Source: an optimization exercise on an open RTL-to-GDS flow (aim: small area, a short achievable clock period and few clock cycles). Production flows keep margins and buffers that such runs may drop. In this exercise RTL edits were held to simulation tests only and were not proved equivalent to the original. Power and IR drop assume default switching activity.

===== flow/config.mk =====
export PLATFORM = sky130hd
export DESIGN_NAME = c6_eval
export DESIGN_NICKNAME = c6_eval
export VERILOG_FILES = /design/flow/design.v
export SDC_FILE = /design/flow/constraint.sdc
export NUM_CORES = 4
export LEC_CHECK = 0
export CAP_MARGIN = 20
export CELL_PAD_IN_SITES_DETAIL_PLACEMENT = 0
export CELL_PAD_IN_SITES_GLOBAL_PLACEMENT = 1
export CORE_MARGIN = 2
export CORE_UTILIZATION = 35
export SLEW_MARGIN = 20

===== flow/constraint.sdc =====
create_clock -name core_clock -period 10.0 [get_ports {clk}]
set_input_delay 2.0000 -clock core_clock [delete_from_list [all_inputs] [get_ports {clk}]]
set_output_delay 2.0000 -clock core_clock [all_outputs]
set_load 0.01 [all_outputs]

===== flow/design.v =====
module weightMemory(
	input clk,
	input zero,
	input WRITE,
	input [2:0] Xloc,
	input [2:0] Yloc,
	input [3:0] weight,
	output [323:0] inc,
	output [323:0] wrap
);
	reg [36*27-1:0] c;
	wire [5:0] xs, ys;
	wire [8:0] ws;
	genvar k;
	generate
		for (k = 0; k < 6; k = k + 1) begin : g_xy
			assign xs[k] = (Xloc == k);
			assign ys[k] = (Yloc == k);
		end
		for (k = 0; k < 9; k = k + 1) begin : g_w
			assign ws[k] = WRITE && (weight == k);
		end
		for (k = 0; k < 324; k = k + 1) begin : g_cnt
			assign inc[k] = ys[k / 54] & xs[(k / 9) % 6] & ws[k % 9];
			wire [2:0] m = c[3*k +: 3] & {3{~zero}};
			wire t1 = inc[k] & m[0];
			wire t2 = t1 & m[1];
			assign wrap[k] = t2 & m[2];
			always @(posedge clk) begin
				c[3*k]     <= m[0] ^ inc[k];
				c[3*k + 1] <= m[1] ^ t1;
				c[3*k + 2] <= m[2] ^ t2;
			end
		end
	endgenerate
endmodule
module pointCal(
	input clk,
	input phC,
	input turn,
	input rst_z,
	input clear,
	input [323:0] incV,
	input [323:0] incH,
	input [323:0] incNE,
	input [323:0] incNW,
	input [323:0] wrapV,
	input [323:0] wrapH,
	input [323:0] wrapNE,
	input [323:0] wrapNW,
	output reg [4:0] XlocClick,
	output reg [4:0] YlocClick
);
	localparam W1 = 0, W2 = 1, W3 = 2, W4 = 3, W5 = 4, t1 = 5, t2 = 6, t3 = 7, T = 8;
	reg [143:0] tot [0:8];
	reg [35:0] cand [0:8];
	reg [8:0] sel;
	wire [8:0] has;
	genvar c, i;
	generate
		for (c = 0; c < 9; c = c + 1) begin : g_cat
			wire [143:0] nxt;
			for (i = 0; i < 36; i = i + 1) begin : g_tot
				wire [3:0] t = {tot[c][108 + i], tot[c][72 + i], tot[c][36 + i], tot[c][i]};
				tot_next u_next(
					.rst_z(rst_z), .clear(clear), .t(t),
					.inc({incNW[i*9+c], incNE[i*9+c], incH[i*9+c], incV[i*9+c]}),
					.wrap({wrapNW[i*9+c], wrapNE[i*9+c], wrapH[i*9+c], wrapV[i*9+c]}),
					.r({nxt[108 + i], nxt[72 + i], nxt[36 + i], nxt[i]}));
			end
			wire [35:0] b3 = tot[c][108 +: 36];
			wire [35:0] b2 = tot[c][72 +: 36];
			wire [35:0] b1 = tot[c][36 +: 36];
			wire [35:0] b0 = tot[c][0 +: 36];
			wire [35:0] p32 = b3 & b2;
			wire e11 = |p32;
			wire e1x = |b3;
			wire ex1 = |b2;
			wire [35:0] k32 = e11 ? p32 : e1x ? b3 : ex1 ? b2 : {36{1'b1}};
			wire [35:0] q1 = k32 & b1;
			wire [35:0] k1 = (|q1) ? q1 : k32;
			assign has[c] = e1x | ex1 | (|b1) | (|b0);
			always @(posedge clk) begin
				tot[c] <= nxt;
				cand[c] <= k1;
			end
		end
	endgenerate
	wire [8:0] pick;
	wire hiW4 = !turn || !has[T];
	wire hiT = turn || !has[W4];
	assign pick[W5] = has[W5];
	assign pick[W4] = has[W4] & !has[W5] & hiW4;
	assign pick[T]  = has[T] & !has[W5] & hiT;
	assign pick[W3] = has[W3] & !(|{has[W5], has[W4], has[T]});
	assign pick[t3] = has[t3] & !(|{has[W5], has[W4], has[T], has[W3]});
	assign pick[W2] = has[W2] & !(|{has[W5], has[W4], has[T], has[W3], has[t3]});
	assign pick[t2] = has[t2] & !(|{has[W5], has[W4], has[T], has[W3], has[t3], has[W2]});
	assign pick[W1] = has[W1] & !(|{has[W5], has[W4], has[T], has[W3], has[t3], has[W2], has[t2]});
	assign pick[t1] = has[t1] & !(|{has[W5], has[W4], has[T], has[W3], has[t3], has[W2], has[t2], has[W1]});
	always @(posedge clk)
		sel <= pick;
	reg [35:0] row, rb0;
	integer q;
	always @(*) begin
		row = 36'd0;
		rb0 = 36'd0;
		for (q = 0; q < 9; q = q + 1) begin
			row = row | (cand[q] & {36{sel[q]}});
			rb0 = rb0 | (tot[q][35:0] & {36{sel[q]}});
		end
	end
	wire [35:0] rq0 = row & rb0;
	reg [2:0] fx0, fy0, fx1, fy1;
	integer yy, xx;
	always @(*) begin
		fx0 = 3'd3;
		fy0 = 3'd3;
		fx1 = 3'd3;
		fy1 = 3'd3;
		for (yy = 5; yy >= 0; yy = yy - 1)
			for (xx = 5; xx >= 0; xx = xx - 1) begin
				if (row[yy*6+xx]) begin
					fx0 = xx[2:0];
					fy0 = yy[2:0];
				end
				if (rq0[yy*6+xx]) begin
					fx1 = xx[2:0];
					fy1 = yy[2:0];
				end
			end
	end
	wire any0 = |rq0;
	wire [2:0] fx = any0 ? fx1 : fx0;
	wire [2:0] fy = any0 ? fy1 : fy0;
	always @(posedge clk) begin
		if (phC) begin
			XlocClick <= {2'b00, fx};
			YlocClick <= {2'b00, fy};
		end
	end
endmodule
module tot_next(
	input rst_z,
	input clear,
	input [3:0] t,
	input [3:0] inc,
	input [3:0] wrap,
	output [3:0] r
);
	wire [3:0] m = t & {4{~rst_z}};
	wire s0 = m[0] ^ inc[0] ^ inc[1];
	wire c0 = (m[0] & inc[0]) | (m[0] & inc[1]) | (inc[0] & inc[1]);
	wire c0b = (s0 & inc[2]) | (s0 & inc[3]) | (inc[2] & inc[3]);
	wire c1 = (m[1] & c0) | (m[1] & c0b) | (c0 & c0b);
	wire c2 = m[2] & c1;
	wire [3:0] u;
	assign u[0] = s0 ^ inc[2] ^ inc[3];
	assign u[1] = m[1] ^ c0 ^ c0b;
	assign u[2] = m[2] ^ c1;
	assign u[3] = m[3] ^ c2 ^ (^wrap);
	assign r = u & {4{~clear}};
endmodule
module c6_eval(
	input clk,
	input rst_n,
	input clear,
	input weV,
	input [4:0] xV,
	input [4:0] yV,
	input [3:0] wV,
	input weH,
	input [4:0] xH,
	input [4:0] yH,
	input [3:0] wH,
	input weNE,
	input [4:0] xNE,
	input [4:0] yNE,
	input [3:0] wNE,
	input weNW,
	input [4:0] xNW,
	input [4:0] yNW,
	input [3:0] wNW,
	input start,
	input turn,
	output reg done,
	output [4:0] xClick,
	output [4:0] yClick
	);
	reg rst_z;
	reg phA, phC;
	always @(posedge clk or negedge rst_n) begin
		if (!rst_n) begin
			rst_z <= 1'b1;
			phA <= 1'b0;
			phC <= 1'b0;
			done <= 1'b0;
		end else begin
			rst_z <= 1'b0;
			phA <= start;
			phC <= phA;
			if (start) done <= 1'b0;
			else if (phC) done <= 1'b1;
		end
	end
	wire zero = clear | rst_z;
	wire [323:0] incV, incH, incNE, incNW, wrapV, wrapH, wrapNE, wrapNW;
	weightMemory Verticle_Data_wM(
		.clk(clk), .zero(zero), .WRITE(weV & ~clear),
		.Xloc(xV[2:0]), .Yloc(yV[2:0]), .weight(wV), .inc(incV), .wrap(wrapV));
	weightMemory Horizontal_Data_wM(
		.clk(clk), .zero(zero), .WRITE(weH & ~clear),
		.Xloc(xH[2:0]), .Yloc(yH[2:0]), .weight(wH), .inc(incH), .wrap(wrapH));
	weightMemory North_East_Data_wM(
		.clk(clk), .zero(zero), .WRITE(weNE & ~clear),
		.Xloc(xNE[2:0]), .Yloc(yNE[2:0]), .weight(wNE), .inc(incNE), .wrap(wrapNE));
	weightMemory North_West_Data_wM(
		.clk(clk), .zero(zero), .WRITE(weNW & ~clear),
		.Xloc(xNW[2:0]), .Yloc(yNW[2:0]), .weight(wNW), .inc(incNW), .wrap(wrapNW));
	pointCal Calculation_Clicking_Point(
		.clk(clk), .phC(phC), .turn(turn), .rst_z(rst_z), .clear(clear),
		.incV(incV), .incH(incH), .incNE(incNE), .incNW(incNW),
		.wrapV(wrapV), .wrapH(wrapH), .wrapNE(wrapNE), .wrapNW(wrapNW),
		.XlocClick(xClick), .YlocClick(yClick));
endmodule

===== flow/flow/run.sh =====
#!/bin/bash
# The standard layout, with ORFS's timing repair aiming 5.8 ns beyond the
# clock period's setup requirement (the constraints themselves are the standard flow's).
set -euo pipefail
bash standard.sh SETUP_SLACK_MARGIN=5.8 finish > make_finish.log 2>&1

===== flow/standard.sh =====
#!/bin/bash
# synth_recipe.tcl (not shown) runs the flow's synth.tcl, then flattens the netlist and writes it again
# the make line also repeats each setting of config.mk as NAME=value (left out here)
make -C /OpenROAD-flow-scripts/flow DESIGN_CONFIG=/design/flow/config.mk WORK_HOME=/design/flow/orfs CLKGATE_MAP_FILE= SYNTH_SCRIPT=/design/flow/synth_recipe.tcl "${@:-finish}"

==> run_results.csv, run 1 <==
group,metric,value,unit
min_path,whs_path_depth,0,
flow_run,max_cap_viol_count,0,
finish,seqCellArea,111000,um2
clock_network,cts_buffers,641,
drt,wl_per_cell,32.1,um
timing,finalWorstSetupSlack,5570,ps
floorplanning,rows,322,
finish,fin_util,0.433,
timing,fmax,226,MHz
synthesis,syn-instance-count,25600,
placement,hpwlAfterDp,827000,um
finish,final_cells,37600,
placement,gp_congestion,1.04,
clock_network,clkSinkCount,5527,
clock_network,cts_max_level,6,
synthesis,synth_async_sr_flop_share,0.000724,
synthesis,synth.distinct_cells,82,
finish,nFillCells,72400,
drt,drt_iter0_drc,20300,
floorplanning,die-area,778000,um2
clock_network,clkTransAtPathRegs,60,ps
synthesis,synth_edf_count,6,
timing,slew_violations,0,
synthesis,yosys.area.top_type,"dfxtp_1",
drt,met2_length,503000,um
power,ir_drop,0.211,mV
synthesis,yosysSeqAreaShare,0.411,
timing,worstMarginPinSlew,1330,ps
floorplanning,coreArea,768000,um2
timing,hold_viol_final,0,
critical_path,critPathCaptureType,"flip-flop",
drt,antenna_left,0,
floorplanning,start_util,0.351,
placement,dp_cells,35200,
drt,met3WireLength,116000,um
floorplanning,num_io_pins,76,
timing,worst_slew_margin_rel,0.112,
placement,pre_cts_slack,2840,ps
synthesis,ys.flop_type,"dfxtp_1",
timing,skew,79.1,ps
critical_path,required,11010,ps
timing,tns,0,ps
power,p_leak,161,nW
power,p_per_area,144,nW/um2
synthesis,yosys.cell_count.top_type,"dfxtp_1",
global_route,first_global_vias,186000,
power,total_power,47.8,mW
finish,syn_to_final_growth,23.3,%
outcome,status,"no timing/DRC/antenna violations",
global_route,grt_max_degree,197,
synthesis,avgSynthCellArea,10.5,um2
clock_network,clk_path_buf_depth,4,
synthesis,synth-seq-cells,5527,
finish,fin_nets,31900,
drt,drc,0,
global_route,grt.overflow.total,0,
timing,setup_viol,0,
clock_network,holdBufCountCts,0,
drt,wl_met1,490000,um
drt,wl,1210000,um
global_route,antenna_found_initial,253,
drt,routed_via_density,5.20,
critical_path,path_class,"input pin to flip-flop",
drt,num_vias,196000,
critical_path,start_kind,"input pin",
synthesis,ys_top_cells_by_area,"dfxtp_1 (41%), ha_1 (20%), and2_1 (9.1%), fa_1 (7.2%), xnor2_1 (4.2%)",
global_route,groute.usage.overall,0.299,
clock_network,cts_tree,"yes",
synthesis,yosys_warnings,5,
synthesis,syn-cell-area,270000,um2
clock_network,cts-root-buf,"clkbuf_16",
drt,routed.top_layer,"met5",
synthesis,synth_commonest_cells,"dfxtp_1 (5,517), ha_1 (4,212), and2_1 (3,904)",
critical_path,reg2reg_slack,5590,ps
critical_path,cp_max_fo,6,
timing,period_minus_slack,4430,ps
clock_network,clk_latency,1190,ps
critical_path,cp.arrival,5430,ps
global_route,grt_pass1_wl,1590000,um
timing,final.period_utilization,0.443,
finish,drive_gt1_frac,0.175,
floorplanning,fp.dieH,882,um
critical_path,worst_r2r_path_depth,9,
finish,multi_input_area,163000,um2
placement,io_buffer_count,55,
floorplanning,die_x,882,um
drt,firstDrtPassIters,11,
timing,grt_setup_unrepaired,"true",
synthesis,synth_top_area_frac,0.410,
min_path,min_path_type,"flip-flop to flip-flop",
-- layout by cell type, fill, tap and decap left out, types with 80 or more instances in the layout --
| master | n |
|---|---|
| dfxtp_1 | 5508 |
| ha_1 | 3902 |
| and2_1 | 3901 |
| nor2b_1 | 1564 |
| nor2_1 | 1052 |
| inv_1 | 1000 |
| xnor2_1 | 953 |
| nand2_1 | 742 |
| buf_4 | 728 |
| clkbuf_16 | 663 |
| fa_1 | 579 |
| nor2_4 | 501 |
| a22oi_1 | 400 |
| fa_2 | 393 |
| inv_2 | 367 |
| buf_12 | 362 |
| nand2b_1 | 335 |
| nor4_1 | 321 |
| xor2_1 | 321 |
| o21a_1 | 317 |
| xnor2_2 | 312 |
| o21ai_0 | 295 |
| nand3_1 | 261 |
| diode_2 | 237 |
| ha_4 | 177 |
| clkbuf_1 | 163 |
| clkbuf_8 | 151 |
| nor2_2 | 143 |
| nand4_1 | 142 |
| o22a_1 | 135 |
| ha_2 | 133 |
| buf_16 | 107 |
| buf_6 | 99 |
| nand2_8 | 92 |
| a21oi_1 | 87 |
| clkinv_2 | 85 |
| a22o_1 | 80 |
-- logic make-up after synthesis --
kind of cell	after synthesis	share of synthesized area
other cells	1	0.0000139
fa+ha+maj	5184	0.268
simple gates	9282	0.191
compound gates	1618	0.0442
xor+xnor	1620	0.0526
buf+inv	2412	0.0339
flops	5527	0.411
mux	1	0.0000371
-- power breakdown --
part	switching (mW)	internal (mW)	leakage, nW
clock network	10.3	13.8	10.4
logic	1.27	0.437	106
registers	0.0211	22.0	44.5
-- through the flow --
stage / hold WS (ps) / area [um2]
floorplan: 331 / 272000
global placement: 337 / 285000
detailed placement: 344 / 285000
CTS: 357 / 321000
global route: 358 / 332000
finish: 354 / 332000
-- final cells by class --
| class | count | share of cell area |
|---|---|---|
| repair buffers | 1431 | 0.0569 |
| clock buffers | 959 | 0.0567 |
| diodes | 237 | 0.00178 |
| well taps | 10200 | 0.0384 |
| flip-flops and latches | 5527 | 0.333 |
| multi-input cells | 17700 | 0.490 |
| inverters | 1367 | 0.0154 |
| clock inverters | 186 | 0.00729 |
-- final timing paths --
| kind | startpoint | to |
|---|---|---|
| max in group asynchronous | rst_n | rst_z$_DFF_PN1_ |
| min in group asynchronous | rst_n | phA$_DFF_PN0_ |
| worst max-delay path | clear | Calculation_Clicking_Point.tot[6][118]$_DFF_P_ |
| worst min-delay path | phA$_DFF_PN0_ | phC$_DFF_PN0_ |
| worst min register to register | phA$_DFF_PN0_ | phC$_DFF_PN0_ |
| worst max register to register | Calculation_Clicking_Point.sel[7]$_DFF_P_ | Calculation_Clicking_Point.XlocClick[0]$_DFFE_PP_ |
-- worst max-delay path, stage by stage --
cell	delay (ps)
buf_16	110
nand2b_4	160
nor3b_4	210
buf_12	170
buf_12	120
nand2_8	60
buf_16	160
buf_12	170
buf_16	160
buf_12	130
nor2_4	90
fa_1	440
inv_2	70
fa_2	190
inv_2	40
fa_2	370
ha_4	180
xnor2_2	130
xnor2_1	200
xnor2_1	140
nor2_1	50
-- per-layer routing --
layer,up-vias,track usage
met5,-,0
met4,56,0.212
met3,2700,0.0801
met2,9082,0.434
met1,97100,0.385
li1,86700,-
-- sequential cells by signal, indices dropped and copies added (netlist names) --
name                                  cells
Calculation_Clicking_Point.XlocClick      3
Calculation_Clicking_Point.YlocClick      3
Calculation_Clicking_Point.cand         324
Calculation_Clicking_Point.sel            9
Calculation_Clicking_Point.tot         1296
Horizontal_Data_wM.c                    972
North_East_Data_wM.c                    972
North_West_Data_wM.c                    972
Verticle_Data_wM.c                      972
done                                      1
phA                                       1
phC                                       1
rst_z                                     1
-- timing repair --
action / in CTS / in global routing
resized for setup: 1694 / 1590
pin swaps: 600 / 1369
buffers inserted: 553 / 390
cloned: 62 / 21
setup endpoints to repair: 2510 / 544
Testbench counts, summed over its fixed seeds: cycles 7,376.
==> run 2: changes to the inputs <==
==> flow/run.sh (new file) <==
#!/bin/bash
# synth_recipe.tcl (not shown) runs the flow's synth.tcl, then flattens the netlist and writes it again
# the make line also repeats each setting of config.mk as NAME=value (left out here)
make -C /OpenROAD-flow-scripts/flow DESIGN_CONFIG=/design/flow/config.mk WORK_HOME=/design/flow/orfs CLKGATE_MAP_FILE= SYNTH_SCRIPT=/design/flow/synth_recipe.tcl finish
--- a/flow/config.mk
+++ b/flow/config.mk
@@ -10,4 +10,7 @@
 export CELL_PAD_IN_SITES_GLOBAL_PLACEMENT = 1
 export CORE_MARGIN = 2
 export CORE_UTILIZATION = 35
+export CTS_CLUSTER_DIAMETER = 60
+export CTS_CLUSTER_SIZE = 20
+export SETUP_SLACK_MARGIN = 5
 export SLEW_MARGIN = 20
removed: flow/flow/run.sh
removed: flow/standard.sh
==> run 2 against run 1 <==
Now fails the layout checks on antenna violations. Count of clock-buffer cells in the layout down 354. Non-clock buffer count is 846 lower. Via count shrank 4.4%. Global-route usage decreased by 2.1 points. Largest power group is now registers.
==> run_results.csv, run 2 <==
group,metric,value,unit
power,switching_share,0.250,
power,ir_drop,0.220,mV
global_route,antenna_found_initial,233,
timing,tns,0,ps
timing,final.period_utilization,0.520,
finish,syn_to_final_growth,13.4,%
placement,io_buffer_count,55,
power,p_per_area,148,nW/um2
synthesis,synth_edf_count,6,
clock_network,cts-root-buf,"clkbuf_16",
drt,wl_per_cell,30.2,um
timing,slew_violations,0,
finish,fin_nets,31000,
synthesis,synth-compound-area-share,0.0442,
timing,worstMarginPinSlew,1440,ps
drt,drc,0,
synthesis,avgSynthCellArea,10.5,um2
outcome,status,"failed layout checks",
floorplanning,coreArea,768000,um2
synthesis,synthAdderAreaFrac,0.268,
floorplanning,rows,322,
finish,fin_area,306000,um2
synthesis,yosysSeqAreaShare,0.411,
power,p_leak,153,nW
synthesis,ys.flop_type,"dfxtp_1",
placement,place_area,284000,um2
critical_path,reg2reg_slack,4800,ps
synthesis,synth_commonest_cells,"dfxtp_1 (5,517), ha_1 (4,212), and2_1 (3,904)",
drt,wl,1110000,um
synthesis,synth_top_family_by_area,"adder cells",
critical_path,cp.arrival,6050,ps
min_path,hold_end,"phC$_DFF_PN0_",
clock_network,clk_path_buf_depth,4,
finish,seqCellArea,111000,um2
synthesis,synthXorXnorAreaFrac,0.0526,
timing,skew,70.0,ps
floorplanning,die_x,882,um
critical_path,worst_r2r_path_depth,9,
timing,finalWorstSetupSlack,4800,ps
critical_path,r2r-start,"Calculation_Clicking_Point.sel[2]$_DFF_P_",
drt,drt_iter0_drc,17300,
floorplanning,die-area,778000,um2
synthesis,yosys_warnings,5,
finish,largest_reg_flops,1296,
finish,largest_register,"Calculation_Clicking_Point.tot",
power,p_seq_frac,0.488,
floorplanning,fp.dieH,882,um
timing,whs,355,ps
floorplanning,start_util,0.351,
synthesis,synth_top_area_frac,0.410,
placement,hpwlAfterDp,808000,um
timing,grt_setup_unrepaired,"true",
synthesis,ys_top_cells_by_area,"dfxtp_1 (41%), ha_1 (20%), and2_1 (9.1%), fa_1 (7.2%), xnor2_1 (4.2%)",
synthesis,synth-simple-area-share,0.191,
power,power.switching,11.3,mW
outcome,so_faults,"antenna violations",
placement,gp_congestion,1.03,
clock_network,clkSinkCount,5527,
power,combPwrFrac,0.031,
drt,firstDrtPassIters,14,
timing,period_minus_slack,5200,ps
critical_path,r2r-end,"Calculation_Clicking_Point.XlocClick[0]$_DFFE_PP_",
synthesis,synth.distinct_cells,82,
global_route,grt_pass1_wl,1500000,um
clock_network,cts_buffers,519,
clock_network,cts_max_level,6,
global_route,groute.usage.overall,0.278,
critical_path,path_class,"flip-flop to flip-flop",
synthesis,synth_async_sr_flop_share,0.000724,
clock_network,cts_tree,"yes",
synthesis,synthMuxAreaShare,0.0000371,
synthesis,syn-instance-count,25600,
synthesis,yosys.area.top_type,"dfxtp_1",
global_route,grt_max_degree,229,
finish,fin_util,0.398,
drt,num_vias,187000,
placement,pre_cts_slack,2620,ps
global_route,grt.overflow.total,0,
finish,nFillCells,75100,
timing,fmax,192,MHz
critical_path,start_kind,"flip-flop",
synthesis,synth-seq-cells,5527,
finish,multi_input_area,153000,um2
min_path,min_path_type,"flip-flop to flip-flop",
finish,drive_gt1_frac,0.0738,
drt,routed_via_density,5.10,
power,clock_power_share,0.481,
critical_path,required,10840,ps
power,power.internal,33.9,mW
timing,worst_slew_margin_rel,0.0379,
global_route,first_global_vias,180000,
finish,mostFrequentLayoutCells,"dfxtp_1 (5,508), ha_1 (4,212), and2_1 (3,902)",
floorplanning,num_io_pins,76,
flow_run,max_cap_viol_count,0,
timing,hold_viol_final,0,
critical_path,cp_max_fo,39,
clock_network,clk_latency,1170,ps
timing,setup_viol,0,
critical_path,critPathCaptureType,"flip-flop",
drt,antenna_left,1,
clock_network,clkTransAtPathRegs,80,ps
finish,final_common_cell,"dfxtp_1",
min_path,worstHoldStart,"phA$_DFF_PN0_",
synthesis,syn-cell-area,270000,um2
min_path,whs_path_depth,0,
synthesis,yosys.cell_count.top_type,"dfxtp_1",
==> run 2: cell counts after synthesis <==
No cell type changed its count.
==> run 2: cell type report <==
cell class | instances | area share
multi-input cells | 17700 | 0.499
clock inverters | 337 | 0.0136
flip-flops and latches | 5527 | 0.362
diodes | 321 | 0.00263
repair buffers | 585 | 0.0187
inverters | 1367 | 0.0168
well taps | 10200 | 0.0417
clock buffers | 605 | 0.0458
==> run 2: power by group through the flow <==
stage	logic, mW	clock network (mW)	registers [mW]
2_1_floorplan	0.563	0	22.5
3_3_place_gp	1.29	0	22.6
5_1_grt	1.43	23.0	22.0
3_5_place_dp	1.29	0	22.6
6_report	1.40	21.7	22.0
4_1_cts	1.34	22.1	22.0
==> run 2: metal layers <==
metal	vias to the layer above	track usage	wire, um
met5	-	0	493
met4	44	0.169	70300
met3	1966	0.0613	84000
met2	7425	0.428	490000
met1	92800	0.357	461000
li1	84700	-	-
==> run 2: worst max path at each step <==
| stage | from | to | slack [ps] |
|---|---|---|---|
| finish | Calculation_Clicking_Point.sel[2]$_DFF_P_ | Calculation_Clicking_Point.XlocClick[0]$_DFFE_PP_ | 4800 |
| global placement | yH[0] | Calculation_Clicking_Point.tot[8][116]$_DFF_P_ | 2620 |
| CTS | yV[2] | Calculation_Clicking_Point.tot[1][140]$_DFF_P_ | 4770 |
| detailed placement | yH[0] | Calculation_Clicking_Point.tot[8][116]$_DFF_P_ | 2620 |
| global route | yH[1] | Calculation_Clicking_Point.tot[6][125]$_DFF_P_ | 4900 |
| floorplan | clear | Calculation_Clicking_Point.tot[3][121]$_DFF_P_ | 4950 |
==> run 2: through the flow <==
stage	power, mW	cells
6_report	45.2	36700
5_1_grt	46.4	36400
4_1_cts	45.5	36300
3_5_place_dp	23.8	35200
3_3_place_gp	23.8	35200
2_1_floorplan	23.1	25600
==> run 2: logic make-up (layout without fill, tap and decap cells) <==
logic type | Yosys count | count (layout)
DFF | 5527 | 5527
AOI/OAI and AO/OA | 1618 | 1618
buffers and inverters | 2412 | 2894
other | 1 | 326
xor gates and xnor gates | 1620 | 1620
and+or+nand+nor | 9282 | 9286
adders and majority gates | 5184 | 5184
muxes | 1 | 1
==> run 2: what timing repair did <==
| action | 4_1_cts | 5_1_grt |
|---|---|---|
| setup buffers | 108 | 50 |
| pin swaps | 72 | 15 |
| cloned | 3 | 1 |
| resized for setup | 147 | 203 |
| setup endpoints to repair | 965 | 420 |
| hold buffers | 0 | 0 |
==> run 2: worst max-delay path, cell delays in order, from the launching register on <==
cell and delay [ps]:
dfxtp_4 510, buf_4 400, a22oi_1 790, nand3_1 360, a221oi_1 940, o2111a_1 410
and2_1 200, nand4_1 200, or2_2 390, o32ai_4 690

separate check: timing with driven ports:
In the flow no input, the clock included, has a driving cell. The finished layouts below were timed again as built, in two steps.
Step 1 assumes that a clkbuf_16 drives the clock port and a buf_2 every other input.
Step 2 moves the port delays by t, midway between the first and last clock arrival at a register: inputs arrive t later, outputs are due t later. That takes back most of the time a late clock gives input paths.
Slacks: ideal / step 1 / step 2; pairs: ideal / step 1.
| run | shift t [ns] | setup slack, ns | worst register clock-pin slew, ns | worst data-port slew with drivers (ns) | cell pins on the clock port's net |
|---|---|---|---|---|---|
| run 1 | 1.309 | 5.573 / 5.438 / 4.129 | 0.08 / 0.08 | 0.33 | 1 |
| run 2 | 1.286 | 4.798 / 4.798 / 3.637 | 0.09 / 0.09 | 0.29 | 1 |
For run 1, which loses most, drivers alone change the setup slack by -0.135 ns; drivers and shift together by -1.444 ns.
